From an optimization exercise on the open Yosys and OpenROAD flow, aimed at small area; shortcuts taken in it are not production practice. No run shown here included a check of the RTL's function; only the layout flow was run. Power figures rest on the tool's default switching activity, not on a simulated workload.

## flow/design.v (module list and top-level ports; edited modules follow where they fit)
// module ldiv: 2946 lines
module ldiv #
  (
   parameter 	NUMERATOR_WIDTH = 32,
   parameter 	DENOMINATOR_WIDTH = 32,
   parameter 	QUOTIENT_WIDTH = 32
   )
   (
    input 				      clk,
    input 				      reset,
    input signed [NUMERATOR_WIDTH - 1:0]      numerator_in,
    input [DENOMINATOR_WIDTH - 1:0] 	      denominator_in,
    input 				      valid_in,
    output signed [QUOTIENT_WIDTH - 1:0]      quotient_out,
    output signed [NUMERATOR_WIDTH - 1:0]     remainder_out,
    output 				      valid_out,
    output signed [NUMERATOR_WIDTH - 1 + 1:0] numerator_out,
    output [DENOMINATOR_WIDTH - 1:0] 	      denominator_out
    );
  // ...
==> flow/run.sh <==
#!/bin/bash
# synth_recipe.tcl (not shown) runs the flow's synth.tcl, then flattens the netlist and writes it again
# the make line also repeats each setting of config.mk as NAME=value (left out here)
make -C /OpenROAD-flow-scripts/flow DESIGN_CONFIG=/design/flow/config.mk WORK_HOME=/design/flow/orfs CLKGATE_MAP_FILE= SYNTH_SCRIPT=/design/flow/synth_recipe.tcl finish
==> flow/config.mk <==
export PLATFORM = sky130hd
export DESIGN_NAME = ldiv
export DESIGN_NICKNAME = ldiv
export VERILOG_FILES = /design/flow/design.v
export SDC_FILE = /design/flow/constraint.sdc
export NUM_CORES = 4
export LEC_CHECK = 0
export CAP_MARGIN = 20
export CORE_MARGIN = 2
export CORE_UTILIZATION = 45
export PLACE_DENSITY = 0.6
export SLEW_MARGIN = 20
==> flow/constraint.sdc <==
create_clock -name core_clock -period 7.0 [get_ports {clk}]
set_input_delay 1.4000 -clock core_clock [delete_from_list [all_inputs] [get_ports {clk}]]
set_output_delay 1.4000 -clock core_clock [all_outputs]
set_load 0.01 [all_outputs]
==> results.json, run 1 <==
{
  "status": "finished with violations",
  "violations": "setup timing",
  "insertion_delay_ns": 0.76,
  "setup_ws_ns": -0.235,
  "fin_crit_ns": 7.23,
  "n_all_buffers": 551,
  "final_common_cell": "dfxtp_1",
  "async_reset_ff_frac": 0,
  "design.seq.count": 1240,
  "nets": 6620,
  "yosys.area.top_type_share": 0.448,
  "cts.sinks": 1240,
  "ys_top_cells_by_count": "dfxtp_1, xnor2_1, nand2_1, nor2_1, inv_1",
  "pwr-share-comb": 0.211,
  "grt_most_used_layer": "met2",
  "worst_pin_slew_ns": 1.01,
  "stdcell_count": 8268,
  "path_clk_slew_ns": 0.06,
  "clock_skew_ns": 0.0309,
  "hpwlAfterDp_mm": 98.6,
  "crit_fanout": 3,
  "fin_util": 0.545,
  "synth_most_common_cell": "dfxtp_1",
  "cts_tree": "built",
  "synth_cells": 6090,
  "setup_violations": 5,
  "final-nonclk-buf-share": 0.0717
}
==> inputs of run 2 (changes only) <==
--- a/flow/design.v
+++ b/flow/design.v
@@ -2905,33 +2905,38 @@
    assign b31[27] = b31_G70;
    assign b31[28] = b31_G71;
    assign b31[29] = b31_G72;
    assign b31[30] = b31_G73;
    assign b31[31] = b31_G74;
    wire g31 = ~b31[31] & ~(|d11[31:31]);
    wire [30:0] r31 = t31 ^ ({31{g31}} & (d11[30:0] ^ b31[30:0]));
    wire [30:0] q31 = {q30, g31};
+   wire [31:0] dm1_12 = d11 - 32'd1;
+   wire e1 = t31[0] & ({2'b00, t31[30:1]} == dm1_12);
+   wire e0 = ({1'b0, t31} == dm1_12);
+   wire eq31 = g31 ? e1 : e0;
+   reg E12;
    reg [31:0] n12;
    reg [31:0] d12;
    reg v12;
    reg [30:0] Q12;
    reg [30:0] R12;
    always @(posedge clk) begin
       n12 <= n11;
       d12 <= d11;
       Q12 <= q31;
       R12 <= r31;
+      E12 <= eq31;
       v12 <= reset ? 1'b0 : v11;
    end
    wire s = n12[31];
    wire [31:0] Qx = {1'b0, Q12};
    wire [31:0] Rx = {1'b0, R12};
-   wire [31:0] dm1 = d12 - 32'd1;
-   wire eq = (Rx == dm1);       
+   wire eq = E12;
    wire [31:0] qo;              
    assign qo[1:0] = 2'b00;
    genvar k;
    generate
       for (k = 2; k < 32; k = k + 1) begin : qor
          assign qo[k] = |Qx[k-1:1];
       end
    endgenerate
==> results.json, run 2 <==
{
  "pwr-share-seq": 0.404,
  "pre_cts_ws_ns": -0.744,
  "avgViaCountPerCell": 5.01,
  "final_common_cell": "dfxtp_1",
  "fin_crit_ns": 7.67,
  "cts_hold_buf": 0,
  "hpwlAfterDp_mm": 97.6,
  "hold_ws_ns": 0.271,
  "nets": 6984,
  "worst_pin_slew_ns": 0.894,
  "synth_area_um2": 53800,
  "max-vdd-ir-drop_v": 0.000263,
  "drc": 0,
  "yosysTopAreaCell": "dfxtp_1",
  "syn-num-nets": 5822,
  "violations": "setup timing",
  "yosys_warnings": 1,
  "slew_violations": 0,
  "antenna_found_initial": 0,
  "crit_top_cell": "maj3_2",
  "io_pins": 197,
  "dieWidth_um": 350,
  "cpMaxStageDelayCell": "or4_4",
  "grt_max_degree": 56,
  "dpl-instance-area_um2": 64000,
  "coreArea_um2": 118000,
  "dp.cells": 8151,
  "seqCellArea_um2": 24900,
  "ys.flop_type": "dfxtp_1",
  "fillers": 9941,
  "switching_share": 0.281,
  "ys_top_cells_by_area": "dfxtp_1, xnor2_1, xor2_1, maj3_1, nand2_1",
  "dr.first_iter.drc_count": 2086,
  "async_reset_ff_frac": 0,
  "design_area_um2": 72400,
  "pwr-share-comb": 0.249,
  "setup_ws_ns": -0.675,
  "synth_edf_count": 0,
  "num_vias": 42800,
  "crit_arrival_ns": 8.27,
  "die-area_um2": 122000,
  "stdcell_count": 8549,
  "start_util": 0.455,
  "slew_headroom": 0.397,
  "synth_seq_area_share": 0.462,
  "dieHeight_um": 350,
  "ys_top_cells_by_count": "dfxtp_1, xnor2_1, nand2_1, nor2_1, xor2_1",
  "yosys.area.top_type_share": 0.462,
  "path_clk_slew_ns": 0.06,
  "clock_skew_ns": 0.0855,
  "area_delta_synth_final_pct": 34.7,
  "insertion_delay_ns": 0.76,
  "grt_pass1_wl_mm": 209,
  "crit_fanout": 5,
  "grt_use_total": 0.207,
  "final_cell_mix": "dfxtp_1, buf_4, xnor2_1",
  "synth.avg_cell_area_um2": 9.36,
  "rsz0062_at_grt": "true",
  "cap_violations": 0,
  "postRouteAntennaNets": 0,
  "p_per_area_nw_per_um2": 269,
  "multi_input_area_um2": 29800,
  "hold_viol_final": 0,
  "cp-end-kind": "flop",
  "switching_power_uw": 5480,
  "synth_most_common_cell": "dfxtp_1",
  "layout-drive-gt1-share": 0.269,
  "fin_util": 0.613,
  "cts-root-buf": "clkbuf_16",
  "clkPwrFrac": 0.347,
  "hold_class": "flop to flop",
  "gp_congestion": 0.911,
  "yosysUniqueCellTypes": 122,
  "grt_pass1_vias": 41400,
  "cts_tree": "built",
  "grt-ovfl-total": 0,
  "fmax_mhz": 130,
  "max-clock-path-buffers": 3,
  "period_share": 1.10,
  "path_class": "flop to flop",
  "cp-start-kind": "flop",
  "slowest_delay_ns": 0.55,
  "cts_buffers": 120,
  "port_buffers": 196,
  "status": "finished with violations",
  "firstDrtPassIters": 5,
  "setup_violations": 49,
  "ys_ff_latch": 1241,
  "detail_route.wl_per_cell_um": 15.3,
  "p_int_uw": 14000,
  "htreeDepth": 3,
  "cts.sinks": 1241,
  "p_leak_uw": 0.0289,
  "drt-total-wl_mm": 131,
  "synth_cells": 5747,
  "crit_required_ns": 7.60,
  "rows": 126
}
[run 2: layout make-up]
| cell class | instances | share of cell area |
|---|---|---|
| multi-input cells | 4004 | 0.412 |
| flip-flops and latches | 1241 | 0.344 |
| repair buffers | 1263 | 0.144 |
| clock buffers | 166 | 0.0483 |
| well taps | 1536 | 0.0265 |
| inverters | 279 | 0.0147 |
| clock inverters | 59 | 0.0115 |
| diodes | 1 | 0.0000345 |
[run 2: final timing paths]
path                       from  depth (start not counted)  slack (ns)            end
setup reg to reg  d7[6]$_DFF_P_                         29       -0.67  R8[2]$_DFF_P_
setup / recovery  d7[6]$_DFF_P_                         29       -0.67  R8[2]$_DFF_P_
hold reg to reg   n6[2]$_DFF_P_                          0        0.27  n7[2]$_DFF_P_
hold / removal    n6[2]$_DFF_P_                          0        0.27  n7[2]$_DFF_P_
[run 2: metal layers]
layer / wire length (um) / vias up / GRT usage / part of all wire
li1: - / 21800 / - / -
met1: 57600 / 20100 / 0.253 / 0.44
met2: 64900 / 702 / 0.366 / 0.49
met3: 5100 / 202 / 0.0365 / 0.039
met4: 3610 / 0 / 0.0676 / 0.028
met5: 0 / - / 0 / 0
[run 2: repair_timing]
item,4_1_cts,5_1_grt
resized for setup,162,434
setup endpoints to repair,217,238
pin swaps,122,302
cloned,3,4
buffers inserted,78,95
[run 2: cell families (layout without fill, tap and decap cells)]
logic type,after synthesis,in the layout,synth area share
flops,1241,1241,0.462
other cells,0,1,0
compound gates,958,960,0.121
xor+xnor,1022,1022,0.167
simple gates,1720,1721,0.154
fa+ha+maj,252,252,0.0481
mux,49,49,0.00919
buf+inv,505,1767,0.0389
[run 2: critical path, delay by kind of cell, from the launching register on]
family | cells | cell delay (ns)
fa+ha+maj | 11 | 3.56
xor+xnor | 1 | 0.14
flops | 1 | 0.32
compound gates | 11 | 2.25
buf+inv | 1 | 0.17
simple gates | 5 | 1.09
[run 2: power by group through the flow]
| stage | logic [uW] | clock network, uW | registers (uW) |
|---|---|---|---|
| after floorplan | 2810 | 0 | 7930 |
| after global placement | 4300 | 0 | 8020 |
| after detailed placement | 4350 | 0 | 8030 |
| after CTS | 4540 | 6970 | 7880 |
| after global routing | 5280 | 7260 | 7940 |
| final | 4850 | 6780 | 7880 |
[run 2: per-stage QoR]
stage / total power [uW] / setup TNS [ns]
6_report: 19500 / -19.12
5_1_grt: 20500 / -51.30
2_1_floorplan: 10700 / -5.71
3_5_place_dp: 12400 / -56.53
4_1_cts: 19400 / -18.76
3_3_place_gp: 12300 / -41.40
==> inputs of run 3 (changes only) <==
--- a/flow/config.mk
+++ b/flow/config.mk
@@ -8,5 +8,7 @@
 export CAP_MARGIN = 20
 export CORE_MARGIN = 2
 export CORE_UTILIZATION = 45
+export CTS_BUF_LIST = sky130_fd_sc_hd__clkbuf_8
+export CTS_CLUSTER_SIZE = 20
 export PLACE_DENSITY = 0.6
 export SLEW_MARGIN = 20
==> results.json, run 3 <==
{
  "status": "finished with violations",
  "violations": "setup timing",
  "pwr-share-seq": 0.408,
  "synth_xor_area_frac": 0.167,
  "nets": 7058,
  "holdPathEnd": "n6[15]$_DFF_P_",
  "grt_max_degree": 56,
  "coreArea_um2": 118000,
  "yosysUniqueCellTypes": 122,
  "grt-ovfl-total": 0,
  "worst_pin_slew_ns": 1.24,
  "start_util": 0.455,
  "slew_violations": 0,
  "cp-start-kind": "flop",
  "port_buffers": 196,
  "rsz0062_at_grt": "true",
  "slew_headroom": 0.165,
  "detail_route.wl_per_cell_um": 15.2,
  "hold_class": "flop to flop",
  "r2r_end": "R8[7]$_DFF_P_",
  "path_clk_slew_ns": 0.06,
  "cpMaxStageDelayCell": "or4_4",
  "dr.first_iter.drc_count": 1926,
  "crit_top_cell": "maj3_2",
  "firstDrtPassIters": 5,
  "max-clock-path-buffers": 3,
  "synth_edf_count": 0,
  "crit_required_ns": 7.82,
  "synth_cells": 5747,
  "clock_skew_ns": 0.0738,
  "gp_congestion": 0.911,
  "setup_violations": 56,
  "slowest_delay_ns": 0.56,
  "synth_compound_area_frac": 0.121,
  "synth_top_family_by_area": "XOR/XNOR gates",
  "synth_most_common_cell": "dfxtp_1",
  "setup_ws_ns": -0.643,
  "p_leak_uw": 0.0293,
  "p_int_uw": 13700,
  "cp-end-kind": "flop",
  "io_pins": 197,
  "grt_use_total": 0.209,
  "dieHeight_um": 350,
  "switching_power_uw": 5570,
  "layout-drive-gt1-share": 0.280,
  "yosys_warnings": 1,
  "postRouteAntennaNets": 0,
  "die-area_um2": 122000,
  "fmax_mhz": 131,
  "pwr-share-comb": 0.253,
  "avgViaCountPerCell": 4.98,
  "drc": 0,
  "synth_area_um2": 53800,
  "final_cell_mix": "dfxtp_1, buf_4, xnor2_1",
  "p_per_area_nw_per_um2": 265,
  "crit_arrival_ns": 8.46,
  "crit_fanout": 6,
  "reg2reg_slack_ns": -0.64,
  "fin_crit_ns": 7.64,
  "yosysTopAreaCell": "dfxtp_1",
  "muxShareOfSynthArea": 0.00919,
  "path_class": "flop to flop",
  "yosys.area_share.simple": 0.154,
  "hold_path_startpoint": "n5[15]$_DFF_P_",
  "holdPathStages": 0,
  "clkPwrFrac": 0.339,
  "htreeDepth": 4,
  "cap_violations": 0,
  "antenna_found_initial": 2,
  "hpwlAfterDp_mm": 97.6,
  "rows": 126,
  "ys.flop_type": "dfxtp_1",
  "final_common_cell": "dfxtp_1",
  "hold_ws_ns": 0.291,
  "async_reset_ff_frac": 0,
  "synth.avg_cell_area_um2": 9.36,
  "grt_pass1_vias": 42300,
  "max-vdd-ir-drop_v": 0.000213,
  "area_delta_synth_final_pct": 35.2,
  "cts-root-buf": "clkbuf_8",
  "synth_fa_ha_area_frac": 0.0481,
  "cts_tree": "built",
  "finalPower_uw": 19300,
  "dieWidth_um": 350,
  "worstReg2RegStart": "d7[6]$_DFF_P_",
  "yosys.area.top_type_share": 0.462,
  "synth_seq_area_share": 0.462,
  "drt-total-wl_mm": 132,
  "ys_top_cells_by_count": "dfxtp_1, xnor2_1, nand2_1, nor2_1, xor2_1",
  "ys_top_cells_by_area": "dfxtp_1, xnor2_1, xor2_1, maj3_1, nand2_1",
  "cts_buffers": 194,
  "period_share": 1.09,
  "ys_ff_latch": 1241,
  "insertion_delay_ns": 0.91,
  "num_vias": 43200,
  "reg2reg_depth": 30,
  "hold_viol_final": 0,
  "grt_pass1_wl_mm": 210,
  "syn-num-nets": 5822,
  "cts.sinks": 1241,
  "switching_share": 0.289
}
==> run 3: cell count changes in the layout (fill, tap and decap cells not counted), sizes merged <==
cell / previous run / this run
clkbuf: 170 / 238
inv: 271 / 315
diode: 1 / 4
clkinv: 45 / 50
nand2b: 120 / 119
clkinvlp: 10 / 8
bufinv: 12 / 15
o32a: 4 / 5
==> run 3: how the worst max path moves through the flow <==
stage | from | end | slack (ns) | cells after the start
floorplan | d7[6]$_DFF_P_ | R8[2]$_DFF_P_ | -0.28 | 30
global placement | denominator_in[12] | R1[1]$_DFF_P_ | -0.58 | 32
detailed placement | denominator_in[13] | R1[1]$_DFF_P_ | -0.74 | 33
CTS | d7[6]$_DFF_P_ | R8[7]$_DFF_P_ | -0.66 | 30
global route | d7[6]$_DFF_P_ | R8[7]$_DFF_P_ | -0.90 | 31
finish | d7[6]$_DFF_P_ | R8[7]$_DFF_P_ | -0.64 | 30
==> run 3: area by class of cell <==
type	count	area, um2
repair buffers	1263	10400
clock buffers	234	3220
well taps	1536	1920
fillers	9963	45500
clock inverters	109	1170
multi-input cells	4004	30100
diodes	4	10.0
inverters	279	1070
flip-flops and latches	1241	24900
==> run 3: worst max-delay path: cells and delay by family, from the launching register on <==
kind,cells,cell delay [ns]
flops,1,0.32
compound gates,11,2.26
fa+ha+maj,11,3.54
buf+inv,2,0.29
simple gates,5,1.04
xor+xnor,1,0.12
==> run 3: power groups by stage <==
stage	Combinational [uW]	Clock (uW)	Sequential, uW
after global placement	4300	0	8020
after floorplan	2810	0	7930
final	4880	6540	7880
after CTS	4560	6780	7880
after detailed placement	4350	0	8030
after global routing	5310	7110	7940
==> run 3: kinds of logic (layout without fill, tap and decap cells) <==
family / Yosys count / after routing
compound gates: 958 / 961
xor+xnor: 1022 / 1022
fa+ha+maj: 252 / 252
buf+inv: 505 / 1885
flops: 1241 / 1241
mux: 49 / 49
other cells: 0 / 4
simple gates: 1720 / 1720
==> run 3: repair_timing <==
| action | in CTS | in global routing |
|---|---|---|
| setup buffers | 92 | 83 |
| pin swaps | 153 | 306 |
| resized for setup | 180 | 443 |
| endpoints found under the setup margin | 216 | 240 |
| hold buffers | 0 | 0 |
| gates cloned | 2 | 5 |
==> run 3: routing by layer <==
layer | share of wire | GRT usage | up-vias
li1 | - | - | 22000
met1 | 0.44 | 0.250 | 20300
met2 | 0.50 | 0.370 | 746
met3 | 0.040 | 0.0415 | 239
met4 | 0.026 | 0.0752 | 0
met5 | 0 | 0 | -
==> run 3: through the flow <==
| stage | std cells | setup TNS (ns) | cell area, um2 | util | worst slack [ns] |
|---|---|---|---|---|---|
| floorplan | 5747 | -5.71 | 54400 | - | -0.282 |
| global placement | 8151 | -41.40 | 64000 | 0.541 | -0.577 |
| detailed placement | 8151 | -56.53 | 64000 | 0.541 | -0.744 |
| CTS | 8587 | -17.53 | 69900 | 0.592 | -0.663 |
| global route | 8669 | -48.16 | 72700 | 0.615 | -0.898 |
| finish | 8670 | -18.17 | 72700 | 0.615 | -0.643 |

[port drivers added, routing unchanged]
No port has a modelled driver above. Below, the same layouts with a new extraction and two added sets of constraints. Step 1: set_driving_cell puts a clkbuf_16 on clk and a buf_2 on each other input, an assumption about the parent block. Step 2, shift: input delay + t, output delay - t, t = (earliest + latest rising clock arrival at the registers) / 2. This alone moves slack from input paths to output paths. Slacks: ideal ports / drivers / drivers and shift; pairs: ideal ports / drivers.
run	shift t [ns]	setup slack, ns	latest minus earliest clock arrival (ns)	worst register clock-pin slew, ns	worst data-port slew with drivers (ns)
run 1	0.815	-0.235 / -0.304 / -0.269	0.040 / 0.041	0.07 / 0.07	0.05
run 2	0.793	-0.675 / -0.675 / -0.675	0.090 / 0.090	0.07 / 0.07	0.05
run 3	0.953	-0.643 / -0.643 / -0.643	0.107 / 0.107	0.07 / 0.07	0.05
For run 1, which loses most, drivers alone change the setup slack by -0.069 ns; drivers and shift together by -0.034 ns.
